From an optimization exercise on the open Yosys and OpenROAD flow, aimed at small area and a short achievable clock period; shortcuts taken in it are not production practice.
The RTL was checked by simulation tests, not by an equivalence proof against the original design.
Power and IR drop assume default switching activity.

==> design.v <==
module custom_isa_extensions (
    input wire clk,
    input wire resetn,
    input wire is_custom_instruction,
    input wire is_vconv_instruction,
    input wire is_relu_instruction,
    input wire is_madd_instruction,
    input wire is_gemm_instruction,
    input wire [31:0] rs1_data,
    input wire [31:0] rs2_data,
    input wire [31:0] rs3_data,
    input wire instruction_valid,
    output reg instruction_ready,
    output wire [31:0] result_data,
    input wire [31:0] mem_addr,
    input wire [31:0] mem_wdata,
    output reg [31:0] mem_rdata,
    input wire [3:0] mem_wstrb,
    input wire mem_valid,
    output wire mem_ready,
    input wire mem_we
);
    reg s_idle, s_dec, s_vc, s_relu, s_madd, s_gemm, s_comp;
    reg [7:0] mst;               
    reg [4:0] cnt;               
    reg [31:0] temp;
    reg vph;                     
    reg fresh_v, fresh_g;        
    reg [15:0] vr [0:7];         
    reg [15:0] gr [0:15];        
    reg [15:0] xr, yr;           
    reg [15:0] x3r;              
    reg [15:0] sr, cr;           
    reg [15:0] ar;               
    reg [15:0] hd;               
    reg bm;                      
    reg tacc;                    
    reg pend_v, pend_g;          
    reg show;                    
    reg m67;                     
    wire vc_last   = s_vc   & (cnt[3:0] == 4'd15);
    wire relu_last = s_relu & (cnt[1:0] == 2'd3);
    wire madd_last = mst[7];
    wire gemm_last = s_gemm & (cnt == 5'd31);
    wire go        = instruction_valid & is_custom_instruction;
    wire nbm       = ~bm;
    wire bm_n      = mst[2] | mst[3] | mst[4] | mst[5];   
    always @(posedge clk) begin
        if (!resetn) begin
            s_idle <= 1'b1;
            s_dec  <= 1'b0;
            s_vc   <= 1'b0;
            s_relu <= 1'b0;
            s_madd <= 1'b0;
            s_gemm <= 1'b0;
            s_comp <= 1'b0;
            mst    <= 8'd0;
        end else begin
            s_idle <= (s_idle & ~go) | s_comp |
                      (s_dec & ~(is_vconv_instruction | is_relu_instruction |
                                 is_madd_instruction | is_gemm_instruction));
            s_dec  <= s_idle & go;
            s_vc   <= (s_dec & is_vconv_instruction) | (s_vc & ~vc_last);
            s_relu <= (s_dec & ~is_vconv_instruction & is_relu_instruction) |
                      (s_relu & ~relu_last);
            s_madd <= (s_dec & ~is_vconv_instruction & ~is_relu_instruction &
                       is_madd_instruction) | (s_madd & ~madd_last);
            mst    <= {mst[6:0], s_dec & ~is_vconv_instruction &
                       ~is_relu_instruction & is_madd_instruction};
            s_gemm <= (s_dec & ~is_vconv_instruction & ~is_relu_instruction &
                       ~is_madd_instruction & is_gemm_instruction) |
                      (s_gemm & ~gemm_last);
            s_comp <= vc_last | relu_last | madd_last | gemm_last;
        end
    end
    always @(posedge clk) begin
        if (!resetn || !(s_vc | s_relu | s_gemm))
            cnt <= 5'd0;
        else
            cnt <= cnt + 5'd1;
    end
    always @(posedge clk) begin
        if (!resetn) begin
            bm   <= 1'b0;
            tacc <= 1'b0;
            m67  <= 1'b0;
        end else begin
            bm   <= bm_n;
            tacc <= (s_vc & (cnt[3:0] >= 4'd7) & (cnt[3:0] <= 4'd13)) |
                    (s_gemm & (cnt >= 5'd15) & (cnt <= 5'd29)) |
                    (s_comp & (pend_v | pend_g)) |
                    mst[4] | mst[5] | mst[6];
            m67  <= mst[5] | mst[6];
        end
    end
    wire use_p = (s_vc & ~vph & ~cnt[3]) | (s_gemm & ~cnt[4]);
    reg [15:0] xn, yn;
    always @(*) begin
        if (mst[0]) begin
            xn = rs1_data[15:0];
            yn = rs2_data[31:16];
        end else if (mst[1]) begin
            xn = temp[31:16];
            yn = temp[15:0];
        end else if (mst[2]) begin
            xn = {temp[23:16], temp[31:24]};
            yn = {temp[7:0], temp[15:8]};
        end else if (mst[3] | mst[5]) begin
            xn = {xr[7:0], xr[15:8]};
            yn = {yr[7:0], yr[15:8]};
        end else if (mst[4]) begin
            xn = xr;
            yn = {yr[7:0], yr[15:8]};
        end else begin
            xn = rs1_data[15:0];
            yn = use_p ? rs2_data[15:0] : 16'd0;
        end
    end
    wire [15:0] x3i = rs1_data[15:0] + {rs1_data[14:0], 1'b0};
    wire [15:0] xg  = mst[1]            ? temp[31:16] :
                      mst[2]            ? {8'd0, temp[31:24]} :
                      (mst[3] | mst[5]) ? {8'd0, xr[15:8]} : {8'd0, xr[7:0]};
    wire [15:0] x3g = xg + {xg[14:0], 1'b0};
    always @(posedge clk) begin
        xr  <= xn;
        yr  <= yn;
        x3r <= (mst[1] | mst[2] | mst[3] | mst[4] | mst[5]) ? x3g : x3i;
    end
    wire [15:0] cs_s, cs_c;
    wire cs_x0 = xr[0];
    wire cs_x1 = xr[1];
    wire cs_x2 = xr[2];
    wire cs_x3 = xr[3];
    wire cs_x4 = xr[4];
    wire cs_x5 = xr[5];
    wire cs_x6 = xr[6];
    wire cs_x7 = xr[7];
    wire cs_x8 = xr[8] & nbm;
    wire cs_x9 = xr[9] & nbm;
    wire cs_x10 = xr[10] & nbm;
    wire cs_x11 = xr[11] & nbm;
    wire cs_x12 = xr[12] & nbm;
    wire cs_x13 = xr[13] & nbm;
    wire cs_x14 = xr[14] & nbm;
    wire cs_x15 = xr[15] & nbm;
    wire cs_d0a = ~yr[1] & yr[0];
    wire cs_d0b = yr[1] & ~yr[0];
    wire cs_d0c = yr[1] & yr[0];
    wire cs_d1a = ~yr[3] & yr[2];
    wire cs_d1b = yr[3] & ~yr[2];
    wire cs_d1c = yr[3] & yr[2];
    wire cs_d2a = ~yr[5] & yr[4];
    wire cs_d2b = yr[5] & ~yr[4];
    wire cs_d2c = yr[5] & yr[4];
    wire cs_d3a = ~yr[7] & yr[6];
    wire cs_d3b = yr[7] & ~yr[6];
    wire cs_d3c = yr[7] & yr[6];
    wire cs_d4a = ~yr[9] & yr[8] & nbm;
    wire cs_d4b = yr[9] & ~yr[8] & nbm;
    wire cs_d4c = yr[9] & yr[8] & nbm;
    wire cs_d5a = ~yr[11] & yr[10] & nbm;
    wire cs_d5b = yr[11] & ~yr[10] & nbm;
    wire cs_d5c = yr[11] & yr[10] & nbm;
    wire cs_d6a = ~yr[13] & yr[12] & nbm;
    wire cs_d6b = yr[13] & ~yr[12] & nbm;
    wire cs_d6c = yr[13] & yr[12] & nbm;
    wire cs_d7a = ~yr[15] & yr[14] & nbm;
    wire cs_d7b = yr[15] & ~yr[14] & nbm;
    wire cs_d7c = yr[15] & yr[14] & nbm;
    wire cs_p0_0 = (cs_d0a & cs_x0) | (cs_d0c & x3r[0]);
    wire cs_p0_1 = (cs_d0a & cs_x1) | (cs_d0c & x3r[1]) | (cs_d0b & cs_x0);
    wire cs_p0_2 = (cs_d0a & cs_x2) | (cs_d0c & x3r[2]) | (cs_d0b & cs_x1);
    wire cs_p0_3 = (cs_d0a & cs_x3) | (cs_d0c & x3r[3]) | (cs_d0b & cs_x2);
    wire cs_p0_4 = (cs_d0a & cs_x4) | (cs_d0c & x3r[4]) | (cs_d0b & cs_x3);
    wire cs_p0_5 = (cs_d0a & cs_x5) | (cs_d0c & x3r[5]) | (cs_d0b & cs_x4);
    wire cs_p0_6 = (cs_d0a & cs_x6) | (cs_d0c & x3r[6]) | (cs_d0b & cs_x5);
    wire cs_p0_7 = (cs_d0a & cs_x7) | (cs_d0c & x3r[7]) | (cs_d0b & cs_x6);
    wire cs_p0_8 = (cs_d0a & cs_x8) | (cs_d0c & x3r[8]) | (cs_d0b & cs_x7);
    wire cs_p0_9 = (cs_d0a & cs_x9) | (cs_d0c & x3r[9]) | (cs_d0b & cs_x8);
    wire cs_p0_10 = (cs_d0a & cs_x10) | (cs_d0c & x3r[10]) | (cs_d0b & cs_x9);
    wire cs_p0_11 = (cs_d0a & cs_x11) | (cs_d0c & x3r[11]) | (cs_d0b & cs_x10);
    wire cs_p0_12 = (cs_d0a & cs_x12) | (cs_d0c & x3r[12]) | (cs_d0b & cs_x11);
    wire cs_p0_13 = (cs_d0a & cs_x13) | (cs_d0c & x3r[13]) | (cs_d0b & cs_x12);
    wire cs_p0_14 = (cs_d0a & cs_x14) | (cs_d0c & x3r[14]) | (cs_d0b & cs_x13);
    wire cs_p0_15 = (cs_d0a & cs_x15) | (cs_d0c & x3r[15]) | (cs_d0b & cs_x14);
    wire cs_p1_0 = (cs_d1a & cs_x0) | (cs_d1c & x3r[0]);
    wire cs_p1_1 = (cs_d1a & cs_x1) | (cs_d1c & x3r[1]) | (cs_d1b & cs_x0);
    wire cs_p1_2 = (cs_d1a & cs_x2) | (cs_d1c & x3r[2]) | (cs_d1b & cs_x1);
    wire cs_p1_3 = (cs_d1a & cs_x3) | (cs_d1c & x3r[3]) | (cs_d1b & cs_x2);
    wire cs_p1_4 = (cs_d1a & cs_x4) | (cs_d1c & x3r[4]) | (cs_d1b & cs_x3);
    wire cs_p1_5 = (cs_d1a & cs_x5) | (cs_d1c & x3r[5]) | (cs_d1b & cs_x4);
    wire cs_p1_6 = (cs_d1a & cs_x6) | (cs_d1c & x3r[6]) | (cs_d1b & cs_x5);
    wire cs_p1_7 = (cs_d1a & cs_x7) | (cs_d1c & x3r[7]) | (cs_d1b & cs_x6);
    wire cs_p1_8 = (cs_d1a & cs_x8) | (cs_d1c & x3r[8]) | (cs_d1b & cs_x7);
    wire cs_p1_9 = (cs_d1a & cs_x9) | (cs_d1c & x3r[9]) | (cs_d1b & cs_x8);
    wire cs_p1_10 = (cs_d1a & cs_x10) | (cs_d1c & x3r[10]) | (cs_d1b & cs_x9);
    wire cs_p1_11 = (cs_d1a & cs_x11) | (cs_d1c & x3r[11]) | (cs_d1b & cs_x10);
    wire cs_p1_12 = (cs_d1a & cs_x12) | (cs_d1c & x3r[12]) | (cs_d1b & cs_x11);
    wire cs_p1_13 = (cs_d1a & cs_x13) | (cs_d1c & x3r[13]) | (cs_d1b & cs_x12);
    wire cs_p2_0 = (cs_d2a & cs_x0) | (cs_d2c & x3r[0]);
    wire cs_p2_1 = (cs_d2a & cs_x1) | (cs_d2c & x3r[1]) | (cs_d2b & cs_x0);
    wire cs_p2_2 = (cs_d2a & cs_x2) | (cs_d2c & x3r[2]) | (cs_d2b & cs_x1);
    wire cs_p2_3 = (cs_d2a & cs_x3) | (cs_d2c & x3r[3]) | (cs_d2b & cs_x2);
    wire cs_p2_4 = (cs_d2a & cs_x4) | (cs_d2c & x3r[4]) | (cs_d2b & cs_x3);
    wire cs_p2_5 = (cs_d2a & cs_x5) | (cs_d2c & x3r[5]) | (cs_d2b & cs_x4);
    wire cs_p2_6 = (cs_d2a & cs_x6) | (cs_d2c & x3r[6]) | (cs_d2b & cs_x5);
    wire cs_p2_7 = (cs_d2a & cs_x7) | (cs_d2c & x3r[7]) | (cs_d2b & cs_x6);
    wire cs_p2_8 = (cs_d2a & cs_x8) | (cs_d2c & x3r[8]) | (cs_d2b & cs_x7);
    wire cs_p2_9 = (cs_d2a & cs_x9) | (cs_d2c & x3r[9]) | (cs_d2b & cs_x8);
    wire cs_p2_10 = (cs_d2a & cs_x10) | (cs_d2c & x3r[10]) | (cs_d2b & cs_x9);
    wire cs_p2_11 = (cs_d2a & cs_x11) | (cs_d2c & x3r[11]) | (cs_d2b & cs_x10);
    wire cs_p3_0 = (cs_d3a & cs_x0) | (cs_d3c & x3r[0]);
    wire cs_p3_1 = (cs_d3a & cs_x1) | (cs_d3c & x3r[1]) | (cs_d3b & cs_x0);
    wire cs_p3_2 = (cs_d3a & cs_x2) | (cs_d3c & x3r[2]) | (cs_d3b & cs_x1);
    wire cs_p3_3 = (cs_d3a & cs_x3) | (cs_d3c & x3r[3]) | (cs_d3b & cs_x2);
    wire cs_p3_4 = (cs_d3a & cs_x4) | (cs_d3c & x3r[4]) | (cs_d3b & cs_x3);
    wire cs_p3_5 = (cs_d3a & cs_x5) | (cs_d3c & x3r[5]) | (cs_d3b & cs_x4);
    wire cs_p3_6 = (cs_d3a & cs_x6) | (cs_d3c & x3r[6]) | (cs_d3b & cs_x5);
    wire cs_p3_7 = (cs_d3a & cs_x7) | (cs_d3c & x3r[7]) | (cs_d3b & cs_x6);
    wire cs_p3_8 = (cs_d3a & cs_x8) | (cs_d3c & x3r[8]) | (cs_d3b & cs_x7);
    wire cs_p3_9 = (cs_d3a & cs_x9) | (cs_d3c & x3r[9]) | (cs_d3b & cs_x8);
    wire cs_p4_0 = (cs_d4a & cs_x0) | (cs_d4c & x3r[0]);
    wire cs_p4_1 = (cs_d4a & cs_x1) | (cs_d4c & x3r[1]) | (cs_d4b & cs_x0);
    wire cs_p4_2 = (cs_d4a & cs_x2) | (cs_d4c & x3r[2]) | (cs_d4b & cs_x1);
    wire cs_p4_3 = (cs_d4a & cs_x3) | (cs_d4c & x3r[3]) | (cs_d4b & cs_x2);
    wire cs_p4_4 = (cs_d4a & cs_x4) | (cs_d4c & x3r[4]) | (cs_d4b & cs_x3);
    wire cs_p4_5 = (cs_d4a & cs_x5) | (cs_d4c & x3r[5]) | (cs_d4b & cs_x4);
    wire cs_p4_6 = (cs_d4a & cs_x6) | (cs_d4c & x3r[6]) | (cs_d4b & cs_x5);
    wire cs_p4_7 = (cs_d4a & cs_x7) | (cs_d4c & x3r[7]) | (cs_d4b & cs_x6);
    wire cs_p5_0 = (cs_d5a & cs_x0) | (cs_d5c & x3r[0]);
    wire cs_p5_1 = (cs_d5a & cs_x1) | (cs_d5c & x3r[1]) | (cs_d5b & cs_x0);
    wire cs_p5_2 = (cs_d5a & cs_x2) | (cs_d5c & x3r[2]) | (cs_d5b & cs_x1);
    wire cs_p5_3 = (cs_d5a & cs_x3) | (cs_d5c & x3r[3]) | (cs_d5b & cs_x2);
    wire cs_p5_4 = (cs_d5a & cs_x4) | (cs_d5c & x3r[4]) | (cs_d5b & cs_x3);
    wire cs_p5_5 = (cs_d5a & cs_x5) | (cs_d5c & x3r[5]) | (cs_d5b & cs_x4);
    wire cs_p6_0 = (cs_d6a & cs_x0) | (cs_d6c & x3r[0]);
    wire cs_p6_1 = (cs_d6a & cs_x1) | (cs_d6c & x3r[1]) | (cs_d6b & cs_x0);
    wire cs_p6_2 = (cs_d6a & cs_x2) | (cs_d6c & x3r[2]) | (cs_d6b & cs_x1);
    wire cs_p6_3 = (cs_d6a & cs_x3) | (cs_d6c & x3r[3]) | (cs_d6b & cs_x2);
    wire cs_p7_0 = (cs_d7a & cs_x0) | (cs_d7c & x3r[0]);
    wire cs_p7_1 = (cs_d7a & cs_x1) | (cs_d7c & x3r[1]) | (cs_d7b & cs_x0);
    wire cs_s0 = cs_p0_12 ^ cs_p1_10;
    wire cs_c0 = cs_p0_12 & cs_p1_10;
    wire cs_s1 = cs_p0_13 ^ cs_p1_11 ^ cs_p2_9;
    wire cs_c1 = (cs_p0_13 & cs_p1_11) | (cs_p0_13 & cs_p2_9) | (cs_p1_11 & cs_p2_9);
    wire cs_s2 = cs_p0_14 ^ cs_p1_12 ^ cs_p2_10;
    wire cs_c2 = (cs_p0_14 & cs_p1_12) | (cs_p0_14 & cs_p2_10) | (cs_p1_12 & cs_p2_10);
    wire cs_s3 = cs_p3_8 ^ cs_p4_6;
    wire cs_c3 = cs_p3_8 & cs_p4_6;
    wire cs_s4 = cs_p0_15 ^ cs_p1_13 ^ cs_p2_11;
    wire cs_s5 = cs_p3_9 ^ cs_p4_7 ^ cs_p5_5;
    wire cs_s6 = cs_p0_8 ^ cs_p1_6;
    wire cs_c6 = cs_p0_8 & cs_p1_6;
    wire cs_s7 = cs_p0_9 ^ cs_p1_7 ^ cs_p2_5;
    wire cs_c7 = (cs_p0_9 & cs_p1_7) | (cs_p0_9 & cs_p2_5) | (cs_p1_7 & cs_p2_5);
    wire cs_s8 = cs_p0_10 ^ cs_p1_8 ^ cs_p2_6;
    wire cs_c8 = (cs_p0_10 & cs_p1_8) | (cs_p0_10 & cs_p2_6) | (cs_p1_8 & cs_p2_6);
    wire cs_s9 = cs_p3_4 ^ cs_p4_2;
    wire cs_c9 = cs_p3_4 & cs_p4_2;
    wire cs_s10 = cs_p0_11 ^ cs_p1_9 ^ cs_p2_7;
    wire cs_c10 = (cs_p0_11 & cs_p1_9) | (cs_p0_11 & cs_p2_7) | (cs_p1_9 & cs_p2_7);
    wire cs_s11 = cs_p3_5 ^ cs_p4_3 ^ cs_p5_1;
    wire cs_c11 = (cs_p3_5 & cs_p4_3) | (cs_p3_5 & cs_p5_1) | (cs_p4_3 & cs_p5_1);
    wire cs_s12 = cs_s0 ^ cs_p2_8 ^ cs_p3_6;
    wire cs_c12 = (cs_s0 & cs_p2_8) | (cs_s0 & cs_p3_6) | (cs_p2_8 & cs_p3_6);
    wire cs_s13 = cs_p4_4 ^ cs_p5_2 ^ cs_p6_0;
    wire cs_c13 = (cs_p4_4 & cs_p5_2) | (cs_p4_4 & cs_p6_0) | (cs_p5_2 & cs_p6_0);
    wire cs_s14 = cs_c0 ^ cs_s1 ^ cs_p3_7;
    wire cs_c14 = (cs_c0 & cs_s1) | (cs_c0 & cs_p3_7) | (cs_s1 & cs_p3_7);
    wire cs_s15 = cs_p4_5 ^ cs_p5_3 ^ cs_p6_1;
    wire cs_c15 = (cs_p4_5 & cs_p5_3) | (cs_p4_5 & cs_p6_1) | (cs_p5_3 & cs_p6_1);
    wire cs_s16 = cs_c1 ^ cs_s2 ^ cs_s3;
    wire cs_c16 = (cs_c1 & cs_s2) | (cs_c1 & cs_s3) | (cs_s2 & cs_s3);
    wire cs_s17 = cs_p5_4 ^ cs_p6_2 ^ cs_p7_0;
    wire cs_c17 = (cs_p5_4 & cs_p6_2) | (cs_p5_4 & cs_p7_0) | (cs_p6_2 & cs_p7_0);
    wire cs_s18 = cs_c2 ^ cs_c3 ^ cs_s4;
    wire cs_s19 = cs_s5 ^ cs_p6_3 ^ cs_p7_1;
    wire cs_s20 = cs_p0_6 ^ cs_p1_4;
    wire cs_c20 = cs_p0_6 & cs_p1_4;
    wire cs_s21 = cs_p0_7 ^ cs_p1_5 ^ cs_p2_3;
    wire cs_c21 = (cs_p0_7 & cs_p1_5) | (cs_p0_7 & cs_p2_3) | (cs_p1_5 & cs_p2_3);
    wire cs_s22 = cs_s6 ^ cs_p2_4 ^ cs_p3_2;
    wire cs_c22 = (cs_s6 & cs_p2_4) | (cs_s6 & cs_p3_2) | (cs_p2_4 & cs_p3_2);
    wire cs_s23 = cs_c6 ^ cs_s7 ^ cs_p3_3;
    wire cs_c23 = (cs_c6 & cs_s7) | (cs_c6 & cs_p3_3) | (cs_s7 & cs_p3_3);
    wire cs_s24 = cs_c7 ^ cs_s8 ^ cs_s9;
    wire cs_c24 = (cs_c7 & cs_s8) | (cs_c7 & cs_s9) | (cs_s8 & cs_s9);
    wire cs_s25 = cs_c8 ^ cs_c9 ^ cs_s10;
    wire cs_c25 = (cs_c8 & cs_c9) | (cs_c8 & cs_s10) | (cs_c9 & cs_s10);
    wire cs_s26 = cs_c10 ^ cs_c11 ^ cs_s12;
    wire cs_c26 = (cs_c10 & cs_c11) | (cs_c10 & cs_s12) | (cs_c11 & cs_s12);
    wire cs_s27 = cs_c12 ^ cs_c13 ^ cs_s14;
    wire cs_c27 = (cs_c12 & cs_c13) | (cs_c12 & cs_s14) | (cs_c13 & cs_s14);
    wire cs_s28 = cs_c14 ^ cs_c15 ^ cs_s16;
    wire cs_c28 = (cs_c14 & cs_c15) | (cs_c14 & cs_s16) | (cs_c15 & cs_s16);
    wire cs_s29 = cs_c16 ^ cs_c17 ^ cs_s18;
    wire cs_s30 = cs_p0_4 ^ cs_p1_2;
    wire cs_c30 = cs_p0_4 & cs_p1_2;
    wire cs_s31 = cs_p0_5 ^ cs_p1_3 ^ cs_p2_1;
    wire cs_c31 = (cs_p0_5 & cs_p1_3) | (cs_p0_5 & cs_p2_1) | (cs_p1_3 & cs_p2_1);
    wire cs_s32 = cs_s20 ^ cs_p2_2 ^ cs_p3_0;
    wire cs_c32 = (cs_s20 & cs_p2_2) | (cs_s20 & cs_p3_0) | (cs_p2_2 & cs_p3_0);
    wire cs_s33 = cs_c20 ^ cs_s21 ^ cs_p3_1;
    wire cs_c33 = (cs_c20 & cs_s21) | (cs_c20 & cs_p3_1) | (cs_s21 & cs_p3_1);
    wire cs_s34 = cs_c21 ^ cs_s22 ^ cs_p4_0;
    wire cs_c34 = (cs_c21 & cs_s22) | (cs_c21 & cs_p4_0) | (cs_s22 & cs_p4_0);
    wire cs_s35 = cs_c22 ^ cs_s23 ^ cs_p4_1;
    wire cs_c35 = (cs_c22 & cs_s23) | (cs_c22 & cs_p4_1) | (cs_s23 & cs_p4_1);
    wire cs_s36 = cs_c23 ^ cs_s24 ^ cs_p5_0;
    wire cs_c36 = (cs_c23 & cs_s24) | (cs_c23 & cs_p5_0) | (cs_s24 & cs_p5_0);
    wire cs_s37 = cs_c24 ^ cs_s25 ^ cs_s11;
    wire cs_c37 = (cs_c24 & cs_s25) | (cs_c24 & cs_s11) | (cs_s25 & cs_s11);
    wire cs_s38 = cs_c25 ^ cs_s26 ^ cs_s13;
    wire cs_c38 = (cs_c25 & cs_s26) | (cs_c25 & cs_s13) | (cs_s26 & cs_s13);
    wire cs_s39 = cs_c26 ^ cs_s27 ^ cs_s15;
    wire cs_c39 = (cs_c26 & cs_s27) | (cs_c26 & cs_s15) | (cs_s27 & cs_s15);
    wire cs_s40 = cs_c27 ^ cs_s28 ^ cs_s17;
    wire cs_c40 = (cs_c27 & cs_s28) | (cs_c27 & cs_s17) | (cs_s28 & cs_s17);
    wire cs_s41 = cs_c28 ^ cs_s29 ^ cs_s19;
    assign cs_s[0] = cs_p0_0;
    assign cs_c[0] = 1'b0;
    assign cs_s[1] = cs_p0_1;
    assign cs_c[1] = 1'b0;
    assign cs_s[2] = cs_p0_2;
    assign cs_c[2] = cs_p1_0;
    assign cs_s[3] = cs_p0_3;
    assign cs_c[3] = cs_p1_1;
    assign cs_s[4] = cs_s30;
    assign cs_c[4] = cs_p2_0;
    assign cs_s[5] = cs_c30;
    assign cs_c[5] = cs_s31;
    assign cs_s[6] = cs_c31;
    assign cs_c[6] = cs_s32;
    assign cs_s[7] = cs_c32;
    assign cs_c[7] = cs_s33;
    assign cs_s[8] = cs_c33;
    assign cs_c[8] = cs_s34;
    assign cs_s[9] = cs_c34;
    assign cs_c[9] = cs_s35;
    assign cs_s[10] = cs_c35;
    assign cs_c[10] = cs_s36;
    assign cs_s[11] = cs_c36;
    assign cs_c[11] = cs_s37;
    assign cs_s[12] = cs_c37;
    assign cs_c[12] = cs_s38;
    assign cs_s[13] = cs_c38;
    assign cs_c[13] = cs_s39;
    assign cs_s[14] = cs_c39;
    assign cs_c[14] = cs_s40;
    assign cs_s[15] = cs_c40;
    assign cs_c[15] = cs_s41;
    always @(posedge clk) begin
        sr <= cs_s;
        cr <= cs_c;
    end
    wire [15:0] p16 = ar + sr + cr;
    always @(posedge clk) begin
        if (s_dec)
            ar <= is_vconv_instruction ? (fresh_v ? 16'd0 : vr[6])
                                       : (fresh_g ? 16'd0 : gr[14]);
        else if (s_vc)
            ar <= fresh_v ? 16'd0 : vr[7];
        else if (s_gemm)
            ar <= fresh_g ? 16'd0 : gr[15];
        else if (mst[1])
            ar <= 16'd0;
        else if (mst[2] | mst[3] | mst[4])
            ar <= p16;
    end
    integer i;
    always @(posedge clk) begin
        if (s_vc) begin
            for (i = 0; i < 7; i = i + 1)
                vr[i] <= vr[i + 1];
            vr[7] <= vr[0];
            vr[5] <= p16;
        end
    end
    always @(posedge clk) begin
        if (s_gemm) begin
            for (i = 0; i < 15; i = i + 1)
                gr[i] <= gr[i + 1];
            gr[15] <= gr[0];
            gr[13] <= p16;
        end
    end
    always @(posedge clk) begin
        if (!resetn) begin
            vph <= 1'b0;
            fresh_v <= 1'b1;
            fresh_g <= 1'b1;
        end else begin
            if (vc_last)
                vph <= ~vph;
            if (s_vc & (cnt[3:0] == 4'd8))
                fresh_v <= 1'b0;
            if (s_gemm & (cnt == 5'd16))
                fresh_g <= 1'b0;
        end
    end
    always @(posedge clk) begin
        if (s_vc & (cnt[3:0] >= 4'd7) & (cnt[3:0] <= 4'd13))
            hd <= vr[1];
        else if (s_gemm & (cnt >= 5'd15) & (cnt <= 5'd29))
            hd <= gr[1];
        else if (s_comp & pend_v)
            hd <= vr[7];
        else if (s_comp & pend_g)
            hd <= gr[15];
        else
            hd <= 16'd0;
    end
    wire m5 = mst[5];
    wire [31:0] tx = {ar & {16{m5}}, hd} | {8'd0, sr & {16{m67}}, 8'd0} |
                     {16'd0, sr & {16{m5}}};
    wire [31:0] ty = {8'd0, cr & {16{m67}}, 8'd0} | {16'd0, cr & {16{m5}}};
    wire [31:0] t3s = temp ^ tx ^ ty;
    wire [31:0] t3c = (temp & tx) | (temp & ty) | (tx & ty);
    wire [31:0] tsum = t3s + {t3c[30:0], 1'b0};
    always @(posedge clk) begin
        if (!resetn)
            temp <= 32'd0;
        else if (tacc)
            temp <= tsum;
        else if (s_relu & (cnt[1:0] == 2'd0))
            temp <= rs1_data[31] ? 32'd0 : rs1_data;
        else if (mst[0])
            temp <= {rs1_data[31:16], rs2_data[15:0]};
        else if (mst[1])
            temp <= {xr, temp[15:0]};
        else if (mst[4])
            temp <= rs3_data;
    end
    always @(posedge clk) begin
        if (!resetn)
            instruction_ready <= 1'b0;
        else if (s_idle | s_comp)
            instruction_ready <= 1'b1;
        else if (s_dec)
            instruction_ready <= 1'b0;
    end
    always @(posedge clk) begin
        if (!resetn) begin
            show   <= 1'b0;
            pend_v <= 1'b0;
            pend_g <= 1'b0;
        end else begin
            show   <= (s_relu & cnt[1]) | vc_last | gemm_last | madd_last | s_comp;
            pend_v <= vc_last;
            pend_g <= gemm_last;
        end
    end
    assign result_data = temp & {32{show}};
    always @(posedge clk) begin
        if (!resetn)
            mem_rdata <= 32'd0;
        else if (mem_valid && !mem_we)
            mem_rdata <= {mem_addr[7:0], mem_addr[15:8], mem_addr[23:16], mem_addr[31:24]};
    end
    assign mem_ready = 1'b1;
endmodule
==> flow/run.sh <==
#!/bin/bash
# Standard layout, with a larger setup repair margin (the SDC and its period are
# unchanged) and regular buffers instead of delay buffers on the ports.
set -euo pipefail
MARGIN=$(cat flow/margin.txt)
bash standard.sh "SETUP_SLACK_MARGIN=$MARGIN" \
  "BUFFER_PORTS_ARGS=-buffer_cell sky130_fd_sc_hd__buf_2" finish > standard_flow.log 2>&1
==> flow/margin.txt <==
6.0
==> standard.sh <==
#!/bin/bash
# synth_recipe.tcl (not shown) runs the flow's synth.tcl, then flattens the netlist and writes it again
# the make line also repeats each setting of config.mk as NAME=value (left out here)
make -C /OpenROAD-flow-scripts/flow DESIGN_CONFIG=/design/flow/config.mk WORK_HOME=/design/flow/orfs CLKGATE_MAP_FILE= SYNTH_SCRIPT=/design/flow/synth_recipe.tcl "${@:-finish}"
==> config.mk <==
export PLATFORM = sky130hd
export DESIGN_NAME = custom_isa_extensions
export DESIGN_NICKNAME = custom_isa_extensions
export VERILOG_FILES = /design/flow/design.v
export SDC_FILE = /design/flow/constraint.sdc
export NUM_CORES = 4
export LEC_CHECK = 0
export ABC_CLOCK_PERIOD_IN_PS = 3000
export CAP_MARGIN = 20
export CORE_MARGIN = 2
export CORE_UTILIZATION = 65
export CTS_CLUSTER_DIAMETER = 80
export CTS_CLUSTER_SIZE = 30
export SETUP_SLACK_MARGIN = 5
export SLEW_MARGIN = 20
export TNS_END_PERCENT = 100
==> constraint.sdc <==
create_clock -name core_clock -period 9.0 [get_ports {clk}]
set_input_delay 1.8000 -clock core_clock [delete_from_list [all_inputs] [get_ports {clk}]]
set_output_delay 1.8000 -clock core_clock [all_outputs]
set_load 0.01 [all_outputs]
==> flow_summary.ini, run 1 <==
[outcome]
status = complete, no violations

[sta]
hold_viol = 0
tightest_slew_ns = 1.08
maxSlewHeadroom_pct = 28.0
post-route-period-util_pct = 38.8
finalMaxSlewViolations = 0
rsz0062_at_grt = yes
clock_skew_ns = 0.0420
min_period_ns = 3.50
holdWs_ns = 0.401
setup_tns_ns = 0
setup_ws_ns = 5.50
setup_violations = 0
fmax_ghz = 0.286

[die]
die_w_um = 211
rows = 75
start_util_pct = 66.2
die_area_um2 = 44700
ios = 240
die_y_um = 211
core_area_um2 = 42200

[setup_path]
r2r_cells = 17
cp.buffers_inverters = 3
path_class = flip-flop to flip-flop
cpMaxStageDelayCell = edfxtp_1
worstPathRequired_ns = 9.49
crit_start = xr[8]$_DFFE_PP_
endpoint = x3r[13]$_DFF_P_
critPathMaxStageDelay_ns = 0.59
path_cells = buf_6 -> buf_6 -> nand2_4 -> nand2_4 -> a21oi_4 -> o31ai_4 -> ha_2 -> inv_2 -> fa_2 -> nor2b_2 -> o21ai_2 -> a21oi_2 -> a2111oi_4 -> o21bai_1 -> a21boi_1 -> xor2_1 -> o211ai_1
r2r_end = x3r[13]$_DFF_P_
cpLargestDelayFamily = compound AO/OA/AOI/OAI gates
cp-start-kind = flip-flop
critical_path_depth = 17
cp_max_fo = 4
cp.arrival_ns = 3.99
critPathCaptureType = flip-flop
r2r-start = xr[8]$_DFFE_PP_
rrSetupSlack_ns = 5.50

[yosys]
synthTopCellsByCount = edfxtp_1, nand2_1, a21oi_1, dfxtp_1, clkbuf_1
yosysTopAreaCell = edfxtp_1
yosys_most_used_dff = edfxtp_1
synth_top_area_share_pct = 44.7
syn-num-nets = 2706
synthesis.area_um2 = 27900
synth_edf_count = 416
synth_seq_cells = 587
synthCells = 2369
synth.avg_cell_area_um2 = 11.8
synth.most_common_cell = edfxtp_1
yosys_warnings = 3
yosysSeqAreaShare_pct = 57.0
synth_cell_types = 76
ys_top_cells_by_area = edfxtp_1, dfxtp_1, fa_1
async_flop_share_pct = 0

[placed_design]
place_hpwl_um = 55900
dp_cells = 2998
preCtsSetupSlack_ns = 4.51
routabilityCongestion = 0.971
io_buffers = 202

[final_layout]
area_delta_synth_final_pct = 21.4
final_cells = 3193
fin_nets = 2969
drive_gt1_share_pct = 31.1

[grt]
grt_remaining_overflow = 0
grtUsageTotal_pct = 37.2
antenna_found_initial = 3
grt_start_max_net_pins = 203
grt_pass1_vias = 20300
grt_pass1_wl_um = 123000

[flow_run]
max_cap_viol_count = 0

[power]
leakage_nw = 12.9
peakVddDrop_v = 0.000218
p_per_area_nw_per_um2 = 156

[routing]
totalWireLength_um = 86700
num_vias = 21600
wl_per_cell_um = 27.1
first_iter_violations = 3219
ant_nets = 0
drc_errors = 0
viasPerCell = 6.78
drtPass1Iterations = 9

[clock_network]
holdBufCountCts = 0
clkLatencyLatePin_ns = 0.63
numCtsBuffers = 27
cts_tree = yes
cts-root-buf = clkbuf_16
htreeDepth = 1
cts_buffer_depth = 3
cts.sinks = 587
cts.clk_slew.worst_paths_ns = 0.12

[min_path]
min_path_type = flip-flop to flip-flop
[cell usage in the layout (no fill, tap or decap), types with 75 or more instances in the layout]
master and instances:
edfxtp_1 416, nand2_1 249, buf_2 167, a21oi_1 128
dfxtp_1 124, buf_4 107, nor2_1 89, o21ai_0 88
a22oi_1 86, inv_1 75
[what timing repair did]
item | CTS | global route
hold endpoints to repair | 0 | 0
setup endpoints to repair | 106 | 101
resized for setup | 246 | 215
cloned | 6 | 2
setup buffers | 102 | 34
pin swaps | 95 | 95
[kinds of logic after synthesis]
logic type	synth area share, %
XOR/XNOR	2.44
buffers and inverters	3.13
multiplexers	2.91
flip-flops	57.0
other	0.0134
AO/OA/AOI/OAI	16.0
adder cells (fa/ha/maj)	9.15
AND/OR/NAND/NOR	9.38
[layout make-up]
| cell class | count | area [um2] |
|---|---|---|
| diodes | 1 | 2.50 |
| clock buffers | 40 | 724 |
| clock inverters | 10 | 184 |
| fillers | 2366 | 8290 |
| inverters | 92 | 350 |
| multi-input cells | 1554 | 13100 |
| flip-flops and latches | 587 | 16000 |
| well taps | 539 | 674 |
| repair buffers | 369 | 2940 |
| repair inverters | 1 | 7.51 |
[metrics by stage]
stage	power (W)	utilization (%)	instance area, um2
2_1_floorplan	0.00340	-	28400
3_3_place_gp	0.00363	70.3	29700
3_5_place_dp	0.00365	70.3	29700
4_1_cts	0.00521	77.0	32500
5_1_grt	0.00543	80.4	33900
6_report	0.00529	80.4	33900
[registers in the layout, summed over array words and instances, names as in the netlist, 5 cells and up]
signal	flops
ar	16
cnt	5
cr	14
gr	256
hd	16
mem_rdata	32
mst	8
sr	16
temp	32
vr	128
x3r	16
xr	16
yr	16
[layer usage]
layer	GRT usage (%)	up-vias	part of all wire, %
met4	18.7	6	6.6
met5	0	-	0.051
met2	56.7	1540	44
met3	7.51	383	12
met1	51.4	10400	37
li1	-	9272	-
[worst min path at each step]
stage,startpoint,endpoint,cells after the start
4_1_cts,gr[11][0]$_DFFE_PP_,gr[10][0]$_DFFE_PP_,0
3_5_place_dp,gr[12][13]$_DFFE_PP_,gr[11][13]$_DFFE_PP_,0
5_1_grt,gr[11][0]$_DFFE_PP_,gr[10][0]$_DFFE_PP_,0
2_1_floorplan,gr[11][0]$_DFFE_PP_,gr[10][0]$_DFFE_PP_,0
6_report,vr[0][6]$_DFFE_PP_,vr[7][6]$_DFFE_PP_,0
3_3_place_gp,vr[5][1]$_DFFE_PP_,vr[4][1]$_DFFE_PP_,0
[report_power, final]
group / internal, W / switching, W / leakage, nW
clock network: 0.000611 / 0.000892 / 0.431
registers: 0.00296 / 0.000109 / 5.20
logic: 0.000316 / 0.000402 / 7.23
==> run 2, diff against run 1 <==
==> flow/margin.txt (replaced) <==
5.6
--- a/config.mk
+++ b/config.mk
@@ -6,10 +6,9 @@
 export NUM_CORES = 4
 export LEC_CHECK = 0
-export ABC_CLOCK_PERIOD_IN_PS = 3000
 export CAP_MARGIN = 20
 export CORE_MARGIN = 2
-export CORE_UTILIZATION = 65
+export CORE_UTILIZATION = 70
 export CTS_CLUSTER_DIAMETER = 80
-export CTS_CLUSTER_SIZE = 30
+export CTS_CLUSTER_SIZE = 25
 export SETUP_SLACK_MARGIN = 5
 export SLEW_MARGIN = 20
==> flow_summary.ini, run 2 <==
[final_layout]
drive_gt1_share_pct = 23.6
final_common_cell = edfxtp_1
fin_nets = 2917
top_regs = gr: 256 flops, vr: 128 flops
seqCellArea_um2 = 16000
layout_common_cells = edfxtp_1, nand2_1, buf_2
area_delta_synth_final_pct = 15.4
fill_cells = 2060
multiInputGateArea_um2 = 12100
regMostFlops = gr
largest_reg_flops = 256

[die]
die_w_um = 204
ios = 240
die_area_um2 = 41500
start_util_pct = 70.7
die_y_um = 204
core_area_um2 = 39500
rows = 73

[setup_path]
cp_max_fo = 3
critPathCaptureType = flip-flop
rrSetupSlack_ns = 5.26
crit_top_cell = xnor2_1
r2r-start = xr[8]$_DFFE_PP_
r2r_end = cr[15]$_DFF_P_
cp-start-kind = flip-flop
cp.arrival_ns = 4.22
crit_start = xr[8]$_DFFE_PP_
path_cells = buf_6 -> a22o_1 -> a22o_1 -> fa_2 -> inv_2 -> fa_2 -> fa_2 -> xnor2_4 -> xnor2_2 -> xnor2_1 -> xnor2_1 -> xnor2_1 -> xnor2_1
worstPathRequired_ns = 9.48
path_class = flip-flop to flip-flop
endpoint = cr[15]$_DFF_P_
cpMaxStageDelayCell = edfxtp_1
critPathMaxStageDelay_ns = 0.56
r2r_cells = 13

[grt]
antenna_found_initial = 6
use_met2_pct = 63.9
globalRoute.busiestLayer = met2
met3_usage_pct = 10.7
grt_pass1_vias = 20600
grt_pass1_wl_um = 128000
grt_remaining_overflow = 0
grt_start_max_net_pins = 83
grtUsageTotal_pct = 41.9
grt_use_met1_pct = 54.7

[yosys]
synth_cell_types = 76
synth.avg_cell_area_um2 = 11.8
async_flop_share_pct = 0
yosysSeqAreaShare_pct = 57.0
ys_top_cells_by_area = edfxtp_1, dfxtp_1, fa_1
yosys_warnings = 3
synthTopCellsByCount = edfxtp_1, nand2_1, a21oi_1, dfxtp_1, clkbuf_1
yosysTopAreaCell = edfxtp_1
synth.most_common_cell = edfxtp_1
yosys_most_used_dff = edfxtp_1
synth_seq_cells = 587
synthesis.area_um2 = 27900
synthCells = 2369
syn-num-nets = 2706
synth_edf_count = 416
synth_top_area_share_pct = 44.7

[routing]
drc_errors = 0
num_vias = 22700
totalWireLength_um = 94100
drtPass1Iterations = 11
wl_per_cell_um = 30.0
viasPerCell = 7.23
ant_nets = 0
first_iter_violations = 3982

[power]
peakVddDrop_v = 0.000237
leakage_nw = 12.3
power.total_w = 0.00552
p_per_area_nw_per_um2 = 171

[sta]
setup_tns_ns = 0
post-route-period-util_pct = 41.5
hold_viol = 0
tightest_slew_ns = 1.29
fmax_ghz = 0.268
rsz0062_at_grt = yes
maxSlewHeadroom_pct = 13.7
min_period_ns = 3.74
setup_violations = 0
setup_ws_ns = 5.26
finalMaxSlewViolations = 0
clock_skew_ns = 0.0235

[clock_network]
cts-root-buf = clkbuf_16
cts_buffer_depth = 3
htreeDepth = 2
clkLatencyLatePin_ns = 0.60
cts.clk_slew.worst_paths_ns = 0.10
numCtsBuffers = 34
holdBufCountCts = 0
cts.sinks = 587
cts_tree = yes

[outcome]
status = complete, no violations

[flow_run]
max_cap_viol_count = 0

[placed_design]
place_hpwl_um = 57200
preCtsSetupSlack_ns = 4.38
routabilityCongestion = 1.02
io_buffers = 202

[min_path]
min_path_type = flip-flop to flip-flop
## run 2: changes by cell type in the layout (fill, tap and decap cells not counted), moves of 23 or more
| cell | delta |
|---|---|
| buf_6 | -65 |
| buf_2 | +34 |
| and2_1 | +32 |
| and2_4 | -31 |
| dfxtp_1 | +23 |
| dfxtp_2 | -23 |
## run 2: metal layers
layer  vias up  part of all wire (%)  routed length (um)
li1       9162                     -                   -
met5         -                 0.019                  18
met2      2210                    43               40300
met1     10600                    33               31400
met3       669                    15               14000
met4         2                   8.9                8360
## run 2: power by group
| part | internal, W | total (W) | leakage [nW] | switching (W) |
|---|---|---|---|---|
| Clock | 0.000760 | 0.00173 | 0.528 | 0.000970 |
| Sequential | 0.00296 | 0.00308 | 5.19 | 0.000119 |
| Combinational | 0.000277 | 0.000710 | 6.62 | 0.000434 |
| Total | 0.00400 | 0.00552 | 12.3 | 0.00152 |
## run 2: worst min path at each step
stage / slack [ns] / cells after the start / from / to
after floorplan: 0.40 / 0 / gr[11][0]$_DFFE_PP_ / gr[10][0]$_DFFE_PP_
after global placement: 0.40 / 0 / vr[5][15]$_DFFE_PP_ / vr[4][15]$_DFFE_PP_
after detailed placement: 0.40 / 0 / gr[0][6]$_DFFE_PP_ / gr[15][6]$_DFFE_PP_
after CTS: 0.42 / 0 / vr[3][6]$_DFFE_PP_ / vr[2][6]$_DFFE_PP_
after global routing: 0.43 / 0 / gr[12][3]$_DFFE_PP_ / gr[11][3]$_DFFE_PP_
final: 0.42 / 0 / gr[0][12]$_DFFE_PP_ / gr[15][12]$_DFFE_PP_
## run 2: through the flow
stage / instances / cell area [um2] / hold WS, ns / utilization [%]
after floorplan: 2369 / 28000 / 0.400 / -
after global placement: 2977 / 29300 / 0.400 / 74.2
after detailed placement: 2978 / 29300 / 0.405 / 74.2
after CTS: 3088 / 31300 / 0.423 / 79.2
after global routing: 3132 / 32200 / 0.428 / 81.5
final: 3135 / 32200 / 0.421 / 81.5
## run 2: what timing repair did
item / 4_1_cts / 5_1_grt
endpoints found under the setup margin: 85 / 52
cloned: 6 / 2
setup buffers: 42 / 40
pin swaps: 29 / 71
resized for setup: 104 / 110
## run 2: worst max-delay path, delay by kind of cell (launching register included)
| family | cells | cell delay [ns] |
|---|---|---|
| AOI/OAI and AO/OA | 2 | 0.43 |
| xor gates and xnor gates | 6 | 1.00 |
| adders and majority gates | 3 | 1.39 |
| buffers and inverters | 2 | 0.24 |
| DFF | 1 | 0.56 |
## run 2: layout make-up
cell class              instances  share of cell area, %
repair buffers                310                   6.28
well taps                     525                   2.04
inverters                      92                   1.11
clock inverters                14                  0.605
flip-flops and latches        587                   49.5
repair inverters                1                 0.0233
multi-input cells            1554                   37.6
clock buffers                  48                   2.80
diodes                          4                 0.0310
## run 2: cells by family (layout without fill, tap and decap cells)
logic type                 Yosys count  in the layout  synth area share (%)
other                                1              5                0.0134
DFF                                587            587                  57.0
muxes                               74             74                  2.91
and+or+nand+nor                    561            562                  9.38
buffers and inverters              229            465                  3.13
adders and majority gates          163            163                  9.15
xor gates and xnor gates            78             78                  2.44
AOI/OAI and AO/OA                  676            676                  16.0
==> run 3, diff against run 2 <==
==> flow/margin.txt (replaced) <==
5.8
--- a/config.mk
+++ b/config.mk
@@ -8,7 +8,7 @@
 export CAP_MARGIN = 20
 export CORE_MARGIN = 2
-export CORE_UTILIZATION = 70
+export CORE_UTILIZATION = 60
 export CTS_CLUSTER_DIAMETER = 80
-export CTS_CLUSTER_SIZE = 25
+export CTS_CLUSTER_SIZE = 28
 export SETUP_SLACK_MARGIN = 5
 export SLEW_MARGIN = 20
==> flow_summary.ini, run 3 <==
[clock_network]
cts.sinks = 587
holdBufCountCts = 0
numCtsBuffers = 30
cts_buffer_depth = 3
cts-root-buf = clkbuf_16
cts_tree = yes
cts.clk_slew.worst_paths_ns = 0.11
clkLatencyLatePin_ns = 0.64
htreeDepth = 1

[grt]
met3_usage_pct = 6.58
grt_start_max_net_pins = 209
globalRoute.busiestLayer = met2
use_met2_pct = 52.7
antenna_found_initial = 2
grt_remaining_overflow = 0
grt_pass1_wl_um = 122000
grt_use_met1_pct = 45.5
grt_pass1_vias = 19600
grtUsageTotal_pct = 33.9

[final_layout]
drive_gt1_share_pct = 27.1
layout_common_cells = edfxtp_1, nand2_1, buf_2
top_regs = gr: 256 flops, vr: 128 flops
regMostFlops = gr
fill_cells = 3182
final_util_pct = 71.8
area_delta_synth_final_pct = 18.9
fin_nets = 2916
diodes = 0
final_area_um2 = 33200
final_common_cell = edfxtp_1
largest_reg_flops = 256

[sta]
rsz0062_at_grt = yes
min_period_ns = 3.55
fmax_ghz = 0.282
hold_viol = 0
post-route-period-util_pct = 39.4
tightest_slew_ns = 1.05
finalMaxSlewViolations = 0
setup_tns_ns = 0
setup_violations = 0
clock_skew_ns = 0.0510
maxSlewHeadroom_pct = 30.3

[yosys]
synth_cell_types = 76
synth_compound_area_share_pct = 16.0
synth_seq_cells = 587
synthTopCellsByCount = edfxtp_1, nand2_1, a21oi_1, dfxtp_1, clkbuf_1
yosys_warnings = 3
synth-xor-area-share_pct = 2.44
muxShareOfSynthArea_pct = 2.91
synth_top_family_by_area = compound AO/OA/AOI/OAI gates
synth_top_area_share_pct = 44.7
synthAdderAreaFrac_pct = 9.15
synthSimpleGateAreaFrac_pct = 9.38
yosys_most_used_dff = edfxtp_1
async_flop_share_pct = 0
ys_top_cells_by_area = edfxtp_1, dfxtp_1, fa_1
syn-num-nets = 2706
synthesis.area_um2 = 27900
synth_edf_count = 416
yosysTopAreaCell = edfxtp_1
yosysSeqAreaShare_pct = 57.0
synthCells = 2369
synth.most_common_cell = edfxtp_1
synth.avg_cell_area_um2 = 11.8

[min_path]
min_path_type = flip-flop to flip-flop

[setup_path]
critPathCaptureType = flip-flop
cp_max_fo = 18
crit_top_cell = xnor2_1
path_cells = buf_8 -> nor2b_4 -> nor2b_4 -> a22oi_2 -> fa_1 -> fa_1 -> fa_2 -> xnor2_2 -> xnor2_1 -> xnor2_1 -> xnor2_1 -> xnor2_1 -> xnor2_1
rrSetupSlack_ns = 5.45
critPathMaxStageDelay_ns = 0.57
worstPathRequired_ns = 9.52
cp.arrival_ns = 4.07
cp-start-kind = flip-flop
path_class = flip-flop to flip-flop
cpMaxStageDelayCell = fa_1

[die]
core_area_um2 = 46300
ios = 240
die_y_um = 220
rows = 79
start_util_pct = 60.4
die_area_um2 = 48300
die_w_um = 220

[placed_design]
place_hpwl_um = 56500
routabilityCongestion = 0.974
placed_area_um2 = 29700
io_buffers = 202

[routing]
first_iter_violations = 2426
wl_per_cell_um = 26.2
totalWireLength_um = 84000
drc_errors = 0
viasPerCell = 6.43
drtPass1Iterations = 10
ant_nets = 0
num_vias = 20600

[power]
p_per_area_nw_per_um2 = 159
peakVddDrop_v = 0.000249
power.total_w = 0.00527
leakage_nw = 12.4

[flow_run]
max_cap_viol_count = 0

[outcome]
status = complete, no violations
-- run 3: cell counts after synthesis --
No cell type changed its count.
-- run 3: critical path: cells and delay by family, from the launching register on --
family / cells / cell delay [ns]
adder cells (fa/ha/maj): 3 / 1.45
XOR/XNOR: 6 / 0.97
AND/OR/NAND/NOR: 2 / 0.40
flip-flops: 1 / 0.34
buffers and inverters: 1 / 0.18
AO/OA/AOI/OAI: 1 / 0.12
-- run 3: final cells by class --
class | instances | area (um2) | share of cell area, %
Clock buffer | 41 | 792 | 2.38
Inverter | 92 | 349 | 1.05
Sequential cell | 587 | 16000 | 48.1
Timing Repair inverter | 1 | 7.51 | 0.0226
Timing Repair Buffer | 313 | 2500 | 7.51
Clock inverter | 14 | 221 | 0.666
Tap cell | 607 | 759 | 2.29
Multi-Input combinational cell | 1554 | 12600 | 38.0
-- run 3: power by group --
part           internal, W  switching [W]  leakage, nW
Sequential         0.00296       0.000100         5.19
Clock             0.000672       0.000930        0.479
Combinational     0.000255       0.000346         6.78
Total              0.00389        0.00138         12.4
-- run 3: cell families after synthesis --
kind of cell / Yosys count
flip-flops: 587
AND/OR/NAND/NOR: 561
XOR/XNOR: 78
other: 1
buffers and inverters: 229
AO/OA/AOI/OAI: 676
adder cells (fa/ha/maj): 163
multiplexers: 74
-- run 3: path summary, 6_finish.rpt --
check / from / endpoint / depth (start not counted)
worst min register to register: gr[7][6]$_DFFE_PP_ / gr[6][6]$_DFFE_PP_ / 0
worst max register to register: yr[1]$_DFF_P_ / cr[15]$_DFF_P_ / 13
worst max-delay path: yr[1]$_DFF_P_ / cr[15]$_DFF_P_ / 13
worst min-delay path: gr[7][6]$_DFFE_PP_ / gr[6][6]$_DFFE_PP_ / 0
-- run 3: what timing repair did --
item                       in CTS  in global routing
gates resized for setup       255                114
setup buffers                  51                 23
gates cloned                    6                  3
pin swaps                      59                 61
setup endpoints to repair     101                 77
hold endpoints to repair        0                  0
-- run 3: stage by stage --
| stage | std cells | worst slack [ns] | hold slack [ns] |
|---|---|---|---|
| after floorplan | 2369 | 5.59 | 0.400 |
| after CTS | 3181 | 5.44 | 0.421 |
| after global routing | 3209 | 5.33 | 0.430 |
| final | 3209 | 5.45 | 0.415 |
| after detailed placement | 3069 | 4.37 | 0.405 |
| after global placement | 3069 | 4.43 | 0.400 |
-- run 3: per-layer routing --
layer,routed length [um],part of all wire [%]
met1,33300,40
met2,37800,45
met3,7370,8.8
met4,5540,6.6
met5,0,0
==> run 4, diff against run 3 <==
--- a/design.v
+++ b/design.v
@@ -33,4 +33,5 @@
     reg [15:0] sr, cr;           
     reg [15:0] ar;               
+    reg [15:0] hh;               
     reg [15:0] hd;               
     reg bm;                      
@@ -118,8 +119,9 @@
     end
     wire [15:0] x3i = rs1_data[15:0] + {rs1_data[14:0], 1'b0};
-    wire [15:0] xg  = mst[1]            ? temp[31:16] :
-                      mst[2]            ? {8'd0, temp[31:24]} :
-                      (mst[3] | mst[5]) ? {8'd0, xr[15:8]} : {8'd0, xr[7:0]};
-    wire [15:0] x3g = xg + {xg[14:0], 1'b0};
+    wire [15:0] x3t = temp[31:16] + {temp[30:16], 1'b0};
+    wire [7:0]  xb  = mst[2]            ? temp[31:24] :
+                      (mst[3] | mst[5]) ? xr[15:8] : xr[7:0];
+    wire [9:0]  x3b = {2'd0, xb} + {1'b0, xb, 1'b0};
+    wire [15:0] x3g = mst[1] ? x3t : {6'd0, x3b};
     always @(posedge clk) begin
         xr  <= xn;
@@ -365,5 +367,5 @@
         else if (mst[1])
             ar <= 16'd0;
-        else if (mst[2] | mst[3] | mst[4])
+        else if (mst[2] | mst[3])
             ar <= p16;
     end
@@ -411,6 +413,8 @@
             hd <= 16'd0;
     end
+    always @(posedge clk)
+        hh <= mst[4] ? p16 : 16'd0;
     wire m5 = mst[5];
-    wire [31:0] tx = {ar & {16{m5}}, hd} | {8'd0, sr & {16{m67}}, 8'd0} |
+    wire [31:0] tx = {hh, hd} | {8'd0, sr & {16{m67}}, 8'd0} |
                      {16'd0, sr & {16{m5}}};
     wire [31:0] ty = {8'd0, cr & {16{m67}}, 8'd0} | {16'd0, cr & {16{m5}}};
==> flow/margin.txt (replaced) <==
6.0
--- a/config.mk
+++ b/config.mk
@@ -6,9 +6,8 @@
 export NUM_CORES = 4
 export LEC_CHECK = 0
+export ABC_CLOCK_PERIOD_IN_PS = 3000
 export CAP_MARGIN = 20
 export CORE_MARGIN = 2
-export CORE_UTILIZATION = 60
-export CTS_CLUSTER_DIAMETER = 80
-export CTS_CLUSTER_SIZE = 28
+export CORE_UTILIZATION = 55
 export SETUP_SLACK_MARGIN = 5
 export SLEW_MARGIN = 20
==> flow_summary.ini, run 4 <==
[clock_network]
cts_buffer_depth = 3
clkLatencyLatePin_ns = 0.65
htreeDepth = 2
cts_tree = yes
cts.clk_slew.worst_paths_ns = 0.07
numCtsBuffers = 60
cts.sinks = 603
cts-root-buf = clkbuf_16
holdBufCountCts = 0

[die]
die_w_um = 233
start_util_pct = 55.8
ios = 240
rows = 83
core_area_um2 = 51500
die_y_um = 233
die_area_um2 = 54100

[sta]
post-route-period-util_pct = 40.3
setup_tns_ns = 0
setup_violations = 0
min_period_ns = 3.63
setup_ws_ns = 5.37
hold_viol = 0
rsz0062_at_grt = yes
tightest_slew_ns = 1.07
fmax_ghz = 0.275
clock_skew_ns = 0.0303
holdWs_ns = 0.409
maxSlewHeadroom_pct = 28.8
finalMaxSlewViolations = 0

[setup_path]
path_cells = buf_16 -> a221o_1 -> fa_2 -> ha_4 -> a21o_1 -> a311o_1 -> a21oi_4 -> a31oi_4 -> or2_4 -> a311oi_2 -> xor2_1 -> o22ai_1
cpMaxStageDelayCell = fa_2
critPathCaptureType = flip-flop
cp.arrival_ns = 4.15
cp_max_fo = 4
critPathMaxStageDelay_ns = 0.56
rrSetupSlack_ns = 5.37
path_class = flip-flop to flip-flop
cp-start-kind = flip-flop
worstPathRequired_ns = 9.52

[power]
peakVddDrop_v = 0.000253
seqPwrFrac_pct = 48.4
p_switching_w = 0.00161
leakage_nw = 13.5
power.total_w = 0.00646
clkPwrFrac_pct = 40.5
comb_power_share_pct = 11.1
p_per_area_nw_per_um2 = 184
internal-power_w = 0.00485
p_sw_share_pct = 24.9

[yosys]
synthCells = 2454
syn-num-nets = 2801
synth.most_common_cell = edfxtp_1
synth_cell_types = 78
ys_top_cells_by_area = edfxtp_1, dfxtp_1, fa_1
synth_edf_count = 416
synth.avg_cell_area_um2 = 11.7
async_flop_share_pct = 0
synth_top_area_share_pct = 43.5
synthesis.area_um2 = 28700
synthTopCellsByCount = edfxtp_1, nand2_1, dfxtp_1, a21oi_1, inv_1
yosys_most_used_dff = edfxtp_1
yosys_warnings = 3
synth_seq_cells = 603
yosysTopAreaCell = edfxtp_1
yosysSeqAreaShare_pct = 56.5

[flow_run]
max_cap_viol_count = 0

[routing]
num_vias = 21500
first_iter_violations = 2252
drtPass1Iterations = 9
totalWireLength_um = 91300
wl_per_cell_um = 26.4
viasPerCell = 6.22
ant_nets = 0
drc_errors = 0

[outcome]
status = complete, no violations

[placed_design]
io_buffers = 202
routabilityCongestion = 0.968
place_hpwl_um = 60200
preCtsSetupSlack_ns = 4.72

[grt]
grt_remaining_overflow = 0
grtUsageTotal_pct = 32.9
grt_start_max_net_pins = 87
grt_pass1_vias = 20500
grt_pass1_wl_um = 131000
antenna_found_initial = 2

[final_layout]
final_common_cell = edfxtp_1
drive_gt1_share_pct = 28.0
layout_common_cells = edfxtp_1, nand2_1, buf_2
top_regs = gr: 256 flops, vr: 128 flops
regMostFlops = gr
largest_reg_flops = 256
area_delta_synth_final_pct = 22.4
fin_nets = 3070

[min_path]
min_path_type = flip-flop to flip-flop
[run 4: cell count changes after synthesis, sizes merged, moves of 9 or more]
cell    previous run  this run
o31ai             15         5
nor3              21        35
a21oi            172       185
ha                94       103
o21ai            146       125
a211oi            20        31
inv               90       121
nand2            260       276
a22oi             98        88
dfxtp            171       187
[run 4: path summary, 6_finish.rpt]
check | startpoint | to | cells past startpoint
min reg2reg | gr[8][10]$_DFFE_PP_ | gr[7][10]$_DFFE_PP_ | 0
max | mst[5]$_SDFF_PN0_ | temp[28]$_SDFFE_PN0P_ | 12
max reg2reg | mst[5]$_SDFF_PN0_ | temp[28]$_SDFFE_PN0P_ | 12
min | gr[8][10]$_DFFE_PP_ | gr[7][10]$_DFFE_PP_ | 0
[run 4: logic make-up (layout without fill, tap and decap cells)]
group,Yosys count,after routing,share of synthesized area [%]
flops,603,603,56.5
xor+xnor,75,75,2.28
buf+inv,255,575,3.39
compound gates,669,669,15.8
other cells,1,3,0.0130
mux,79,79,3.04
simple gates,599,599,9.63
fa+ha+maj,173,173,9.36
[run 4: through the flow]
step / instances / util, % / cell area, um2
3_3_place_gp: 3238 / 59.6 / 30700
6_report: 3456 / 68.3 / 35200
4_1_cts: 3430 / 66.8 / 34400
2_1_floorplan: 2454 / - / 29200
3_5_place_dp: 3239 / 59.7 / 30700
5_1_grt: 3454 / 68.3 / 35200
[run 4: metal layers]
| layer | GRT usage [%] | part of all wire (%) |
|---|---|---|
| met1 | 46.4 | 42 |
| met2 | 50.6 | 45 |
| met3 | 6.14 | 8.4 |
| met4 | 13.3 | 4.6 |
| met5 | 0 | 0.018 |
[run 4: worst max-delay path: cells and delay by family, from the launching register on]
family	cells	cell delay [ns]
flops	1	0.39
fa+ha+maj	2	0.77
xor+xnor	1	0.21
buf+inv	1	0.15
compound gates	7	1.70
simple gates	1	0.29
[run 4: timing repair]
action | CTS | global route
pin swaps | 69 | 78
buffers inserted | 75 | 22
cloned | 3 | 2
endpoints found under the setup margin | 116 | 169
resized for setup | 219 | 116
[run 4: area by class of cell]
| class | count | area [um2] |
|---|---|---|
| Fill cell | 3833 | 16300 |
| Sequential cell | 603 | 16300 |
| Multi-Input combinational cell | 1596 | 12900 |
| Timing Repair Buffer | 341 | 2580 |
| Clock buffer | 75 | 1630 |
| Tap cell | 680 | 851 |
| Clock inverter | 38 | 460 |
| Inverter | 121 | 458 |
| Antenna cell | 2 | 5.00 |
[run 4: power groups by stage]
| stage | clock (W) | sequential [W] | combinational, W |
|---|---|---|---|
| 2_1_floorplan | 0 | 0.00314 | 0.000370 |
| 3_3_place_gp | 0 | 0.00319 | 0.000569 |
| 3_5_place_dp | 0 | 0.00319 | 0.000579 |
| 4_1_cts | 0.00265 | 0.00312 | 0.000659 |
| 5_1_grt | 0.00276 | 0.00313 | 0.000763 |
| 6_report | 0.00262 | 0.00313 | 0.000716 |
==> run 5, diff against run 4 <==
==> flow/margin.txt (replaced) <==
5.5
--- a/config.mk
+++ b/config.mk
@@ -9,5 +9,7 @@
 export CAP_MARGIN = 20
 export CORE_MARGIN = 2
-export CORE_UTILIZATION = 55
+export CORE_UTILIZATION = 65
+export CTS_CLUSTER_DIAMETER = 80
+export CTS_CLUSTER_SIZE = 30
 export SETUP_SLACK_MARGIN = 5
 export SLEW_MARGIN = 20
==> flow_summary.ini, run 5 <==
[sta]
post-route-period-util_pct = 41.8
min_period_ns = 3.76
fmax_ghz = 0.266
hold_viol = 0
tightest_slew_ns = 1.08
finalMaxSlewViolations = 0
maxSlewHeadroom_pct = 27.7
clock_skew_ns = 0.0364
setup_violations = 0
rsz0062_at_grt = yes
setup_tns_ns = 0
holdWs_ns = 0.423

[yosys]
syn-num-nets = 2801
synth_cell_types = 78
yosysTopAreaCell = edfxtp_1
synth_compound_area_share_pct = 15.8
synthTopCellsByCount = edfxtp_1, nand2_1, dfxtp_1, a21oi_1, inv_1
yosys_most_used_dff = edfxtp_1
yosys_warnings = 3
synth.most_common_cell = edfxtp_1
synthSimpleGateAreaFrac_pct = 9.63
synthesis.area_um2 = 28700
async_flop_share_pct = 0
synthAdderAreaFrac_pct = 9.36
synthCells = 2454
yosysSeqAreaShare_pct = 56.5
synth_top_family_by_area = compound AO/OA/AOI/OAI gates
ys_top_cells_by_area = edfxtp_1, dfxtp_1, fa_1
synth_seq_cells = 603
synth_top_area_share_pct = 43.5
synth.avg_cell_area_um2 = 11.7
muxShareOfSynthArea_pct = 3.04
synth_edf_count = 416
synth-xor-area-share_pct = 2.28

[final_layout]
largest_reg_flops = 256
final_cells = 3285
final_common_cell = edfxtp_1
fin_nets = 3013
regMostFlops = gr
fill_cells = 2782
drive_gt1_share_pct = 21.4
top_regs = gr: 256 flops, vr: 128 flops
area_delta_synth_final_pct = 14.4
seqCellArea_um2 = 16300
multiInputGateArea_um2 = 12200
layout_common_cells = edfxtp_1, nand2_1, buf_2

[grt]
grtUsageTotal_pct = 36.4
grt_pass1_vias = 20500
globalRoute.busiestLayer = met2
grt_remaining_overflow = 0
use_met2_pct = 57.4
antenna_found_initial = 3
grt_use_met1_pct = 48.8
grt_start_max_net_pins = 95
grt_pass1_wl_um = 126000
met3_usage_pct = 7.26

[clock_network]
cts_tree = yes
cts-root-buf = clkbuf_16
htreeDepth = 1
cts.clk_slew.worst_paths_ns = 0.11
cts.sinks = 603
cts_buffer_depth = 3
numCtsBuffers = 31
clkLatencyLatePin_ns = 0.64

[min_path]
min_path_type = flip-flop to flip-flop

[routing]
num_vias = 22000
first_iter_violations = 3115
viasPerCell = 6.68
drtPass1Iterations = 14
totalWireLength_um = 89100
ant_nets = 0
drc_errors = 0
wl_per_cell_um = 27.1

[placed_design]
dp_cells = 3147
io_buffers = 202
place_hpwl_um = 59000
routabilityCongestion = 1.02

[outcome]
status = complete, no violations

[setup_path]
critPathCaptureType = flip-flop
path_class = flip-flop to flip-flop
cp-start-kind = flip-flop
cp_max_fo = 6
worstPathRequired_ns = 9.50
cp.arrival_ns = 4.26

[flow_run]
max_cap_viol_count = 0

[die]
start_util_pct = 65.4
rows = 77
core_area_um2 = 43900
die_area_um2 = 45900
ios = 240
die_y_um = 214
die_w_um = 214

[power]
leakage_nw = 12.7
p_per_area_nw_per_um2 = 167
peakVddDrop_v = 0.000219
## run 5: cell counts after synthesis
No cell type changed its count.
## run 5: path summary, 6_finish.rpt
kind | start | end | slack [ns] | cells past startpoint
setup / recovery | mst[5]$_SDFF_PN0_ | temp[30]$_SDFFE_PN0P_ | 5.24 | 14
hold / removal | gr[13][6]$_DFFE_PP_ | gr[12][6]$_DFFE_PP_ | 0.42 | 0
setup reg to reg | mst[5]$_SDFF_PN0_ | temp[30]$_SDFFE_PN0P_ | 5.24 | 14
hold reg to reg | gr[13][6]$_DFFE_PP_ | gr[12][6]$_DFFE_PP_ | 0.42 | 0
## run 5: layout make-up
class,count,share of cell area [%]
Sequential cell,603,49.5
Multi-Input combinational cell,1596,37.2
Clock buffer,44,2.54
Clock inverter,14,0.883
Timing Repair Buffer,313,6.24
Inverter,121,1.39
Antenna cell,2,0.0152
Tap cell,592,2.25
## run 5: timing repair
action,4_1_cts,5_1_grt
setup buffers,6,67
endpoints found under the setup margin,70,36
cloned,0,4
hold buffers,0,0
gates resized for setup,38,136
pin swaps,5,56
## run 5: critical path, stage by stage (launching register included)
cell and delay [ns]:
dfxtp_4 0.42, clkbuf_16 0.17, buf_8 0.12, buf_12 0.14, a221oi_4 0.32, fa_1 0.49, inv_2 0.09, ha_4 0.16
and4_1 0.18, nand4_1 0.24, a31oi_4 0.39, nor4_4 0.09, or2_4 0.27, o311ai_1 0.36, o311ai_2 0.17
## run 5: cell families after synthesis
kind of cell / after synthesis
AO/OA/AOI/OAI: 669
XOR/XNOR: 75
adder cells (fa/ha/maj): 173
buffers and inverters: 255
flip-flops: 603
multiplexers: 79
other: 1
AND/OR/NAND/NOR: 599
## run 5: through the flow
step | power (W) | setup slack [ns] | util [%] | instance area, um2
after global placement | 0.00374 | 4.61 | 69.0 | 30300
after global routing | 0.00562 | 5.18 | 74.9 | 32900
after floorplan | 0.00351 | 5.32 | - | 28800
final | 0.00549 | 5.24 | 74.9 | 32900
after CTS | 0.00544 | 5.40 | 72.0 | 31700
after detailed placement | 0.00376 | 4.54 | 69.0 | 30300
## run 5: per-layer routing
metal  up-vias  wire [um]  part of all wire, %
met5         -         31                0.035
met4         2       5370                  6.0
met3       365      10300                   12
met2      1522      41100                   46
met1     10600      32300                   36
li1       9426          -                    -
## run 5: report_power, final
group | switching [W] | internal [W]
logic | 0.000386 | 0.000247
registers | 0.000101 | 0.00303
clock network | 0.00100 | 0.000718
total | 0.00149 | 0.00400

separate check: timing with driven ports:
The flow's constraints put no driver on any port. The routed layouts listed below were extracted and timed again, unchanged, in two steps. Step 1, drivers: a clkbuf_16 drives clk and a buf_2 each remaining input, both assumed. Step 2 adds t to the input delays and takes it off the output delays; t is the mean of the earliest and latest rising clock arrival at the registers after step 1. Input paths then give back, and output paths get back, about the clock's delay inside the block. Three values: ideal, step 1, step 2; two values: the first two.
run | shift t [ns] | setup WS [ns] | hold slack, ns | latest minus earliest clock arrival (ns) | slew at the worst register clock pin (ns)
run 1 | 0.670 | 5.504 / 5.504 / 5.098 | 0.401 / 0.401 / 0.401 | 0.042 / 0.042 | 0.12 / 0.12
run 2 | 0.647 | 5.263 / 5.263 / 5.025 | 0.421 / 0.421 / 0.421 | 0.027 / 0.027 | 0.11 / 0.11
run 3 | 0.677 | 5.451 / 5.451 / 4.914 | 0.415 / 0.415 / 0.415 | 0.062 / 0.061 | 0.11 / 0.11
run 4 | 0.699 | 5.370 / 5.370 / 4.980 | 0.409 / 0.409 / 0.409 | 0.030 / 0.031 | 0.07 / 0.07
run 5 | 0.683 | 5.240 / 5.240 / 4.948 | 0.423 / 0.423 / 0.423 | 0.037 / 0.036 | 0.12 / 0.12
After both steps every run listed still meets setup and hold. For run 3, which loses most, drivers alone change the setup slack by 0.000 ns; drivers and shift together by -0.537 ns.
